From an optimization exercise on the open Yosys and OpenROAD flow, aimed at small area, a short achievable clock period and few clock cycles; shortcuts taken in it are not production practice. At most, simulation tests tie the RTL to the original design; equivalence was not proved. Power and IR drop assume default switching activity.

the baseline:
## matrix_alu
module matrix_alu (
    input wire clk,
    input wire rst_n,
    input wire        start,
    input wire [2:0]  opcode,
    input wire [15:0] scalar_val,
    input wire [1:0]  slot_a_idx,
    input wire [1:0]  slot_b_idx,
    output reg        done,
    output reg        error,
    output reg [1:0]  mem_rd_slot,
    output reg [2:0]  mem_rd_row,
    output reg [2:0]  mem_rd_col,
    input  wire [15:0] mem_rd_data,
    input wire [2:0]  mem_current_m,
    input wire [2:0]  mem_current_n,
    output wire [1:0]  mem_wr_slot,
    output reg [2:0]  mem_wr_row,
    output reg [2:0]  mem_wr_col,
    output reg [15:0] mem_wr_data,
    output reg        mem_wr_we,
    output reg [2:0]  mem_res_m,
    output reg [2:0]  mem_res_n,
    output reg        mem_dim_we
);
make LEC_CHECK=0 CAP_MARGIN=20 CORE_MARGIN=2 CORE_UTILIZATION=40 SETUP_SLACK_MARGIN=5 SLEW_MARGIN=20 finish   # period 8.0 ns
run.sh (not shown) runs the stock make flow with config.mk's settings and CLKGATE_MAP_FILE= SYNTH_SCRIPT=/design/flow/synth_recipe.tcl, a recipe that flattens the netlist after the stock synthesis.
Changes in the candidate relative to the baseline:
diff --git a/flow/design.v b/flow/design.v
--- a/flow/design.v
+++ b/flow/design.v
@@ -37,13 +37,13 @@
     reg       rd_act;      
     reg       c1;          
     reg       phb;         
     reg       phbm;        
     reg [2:0] i, j, k;
     reg [2:0] dma, dna;    
-    reg        e1, e2, e_first, e_last, e2_last, f_v, e_ew;
+    reg        e1, e2, e_last, e2_last, f_v, e_ew, acc_clr;
     reg [15:0] a_hold, b_cur, cs_s, cs_c;
     reg [3:0]  bo, bt, bn;    
     always @(*) begin
         mem_rd_row = phbm ? k : i;
         mem_rd_col = phbm ? j : k;
     end
@@ -91,15 +91,15 @@
                         i <= i_max ? 3'd0 : i + 3'd1;
                     end else j <= j + 3'd1;
                 end else k <= k + 3'd1;
             end
             e1      <= adv & mulsca;
             e2      <= e1 & ~kill;
-            f_v     <= e2 & e2_last;
+            f_v     <= (e_ew & ~kill) | (e2 & e2_last);
             e_ew    <= adv & ~mulsca;
-            mem_wr_we <= (e_ew & ~kill) | f_v;
+            mem_wr_we <= f_v;
             done <= 1'b0;
             if (mem_wr_we) begin
                 if (mem_wr_col == mem_res_n - 3'd1) begin
                     mem_wr_col <= 3'd0;
                     if (mem_wr_row == mem_res_m - 3'd1) begin
                         mem_wr_row <= 3'd0;
@@ -109,15 +109,16 @@
             end
             mem_dim_we <= (s1 & ~two_ph) | (c1 & two_ph & ~mism);
             if (start) error <= bad_op;
             else if (mism) error <= 1'b1;
         end
     end
-    wire [8:0] bsrc = phb ? {a_hold[7:0], 1'b0} : a_hold[15:7];
+    wire [8:0] bsrc = ~mulsca ? ((is_sub & phb) ? 9'b111111110 : 9'b000000010) :
+                      phb ? {a_hold[7:0], 1'b0} : a_hold[15:7];
     integer d;
-    wire acc_en = ~(e1 & e_first);
+    wire acc_en = ~acc_clr;
     wire t0 = (bo[0] & b_cur[0]) ^ bn[0];
     wire t1 = ((bo[0] & b_cur[1]) | (bt[0] & b_cur[0])) ^ bn[0];
     wire t2 = ((bo[0] & b_cur[2]) | (bt[0] & b_cur[1])) ^ bn[0];
     wire t3 = ((bo[0] & b_cur[3]) | (bt[0] & b_cur[2])) ^ bn[0];
     wire t4 = ((bo[0] & b_cur[4]) | (bt[0] & b_cur[3])) ^ bn[0];
     wire t5 = ((bo[0] & b_cur[5]) | (bt[0] & b_cur[4])) ^ bn[0];
@@ -313,27 +314,24 @@
             mem_res_m <= is_tra ? mem_current_n : mem_current_m;
             mem_res_n <= is_tra ? mem_current_m : mem_current_n;
         end
         if (c1 & is_mul) mem_res_n <= mem_current_n;
         phbm <= nphb & is_mul;
         mem_rd_slot <= (nphb & ~is_sca) ? slot_b_idx : slot_a_idx;
-        e_first <= ~is_mul | (k == 3'd0);
+        acc_clr <= mulsca ? (adv & (~is_mul | (k == 3'd0))) : (~two_ph | ~phb);
         e_last  <= ~is_mul | k_max;
         e2_last <= e_last;
     end
     always @(posedge clk) begin
-        if (start | (rd_now & two_ph & ~phb & ~is_sca))
+        if (start | (rd_now & is_mul & ~phb))
             a_hold <= is_sca ? scalar_val : mem_rd_data;
-        b_cur <= (phb | ~two_ph) ? mem_rd_data : {b_cur[7:0], 8'd0};
+        b_cur <= (phb | ~mulsca) ? mem_rd_data : {b_cur[7:0], 8'd0};
         for (d = 0; d < 4; d = d + 1) begin
             bo[d] <= bsrc[2*d+1] ^ bsrc[2*d];
             bt[d] <= (bsrc[2*d+2] & ~bsrc[2*d+1] & ~bsrc[2*d]) | (~bsrc[2*d+2] & bsrc[2*d+1] & bsrc[2*d]);
             bn[d] <= bsrc[2*d+2];
         end
         cs_s <= cs_s_n;
         cs_c <= cs_c_n;
-        if (mulsca)      mem_wr_data <= cs_s + cs_c;
-        else if (is_add) mem_wr_data <= a_hold + b_cur;
-        else if (is_sub) mem_wr_data <= a_hold - b_cur;
-        else             mem_wr_data <= b_cur;
+        mem_wr_data <= cs_s + cs_c;
     end
 endmodule
[summary]
Diff the baseline -> the candidate | area of combinational cells with multiple inputs | down by more than 10%
Placement-stage worst setup slack in the candidate vs the baseline: up 480 ps
Summary of the candidate over the baseline: fraction of the cycle the final worst path needs moved up; leakage power down about 20%; synthesized netlist net count decreased by 287 relative to the old numbers.
The baseline has higher count of inserted tapcells than the candidate.
Diff the baseline -> the candidate: register share of the cell area has increased, via count of the first global-routing pass down 2147.
Delta (the candidate minus the baseline): via count now smaller, post-synthesis area per instance now larger.
Total wire length, the baseline and the candidate: lower on the candidate
The candidate completed; timing, DRC and antenna clean
The baseline completed; timing, DRC and antenna clean
NOTE: count of plain and timing-repair buffers in the candidate falls short of that of the baseline
Testbench counts of the candidate, summed over its fixed seeds: cycles 11,863.
No functional check of the RTL was part of the baseline.

## separate check: timing with driven ports
The flow's constraints put no driver on any port. The routed layouts listed below were extracted and timed again, unchanged, in two steps. Step 1 (the two cells are an assumption about what drives the block):
set clk [get_ports {clk}]
set_driving_cell -lib_cell sky130_fd_sc_hd__clkbuf_16 $clk
set_driving_cell -lib_cell sky130_fd_sc_hd__buf_2 [delete_from_list [all_inputs] $clk]
Step 2 moves the port delays by t, midway between the first and last clock arrival at a register: inputs arrive t later, outputs are due t later. That takes back most of the time a late clock gives input paths. a / b / c = no drivers / after step 1 / after step 2; a / b = the first two.
| run | t (ns) | slack for setup (ns) | pins driven straight from the clock port |
|---|---|---|---|
| the baseline | 0.469 | 5.010 / 4.980 / 4.614 | 1 |
| the candidate | 0.461 | 4.944 / 4.940 / 4.479 | 1 |
After both steps setup and hold are still met in every run listed. For the candidate, which loses most, drivers alone change the setup slack by -0.004 ns; drivers and shift together by -0.465 ns.
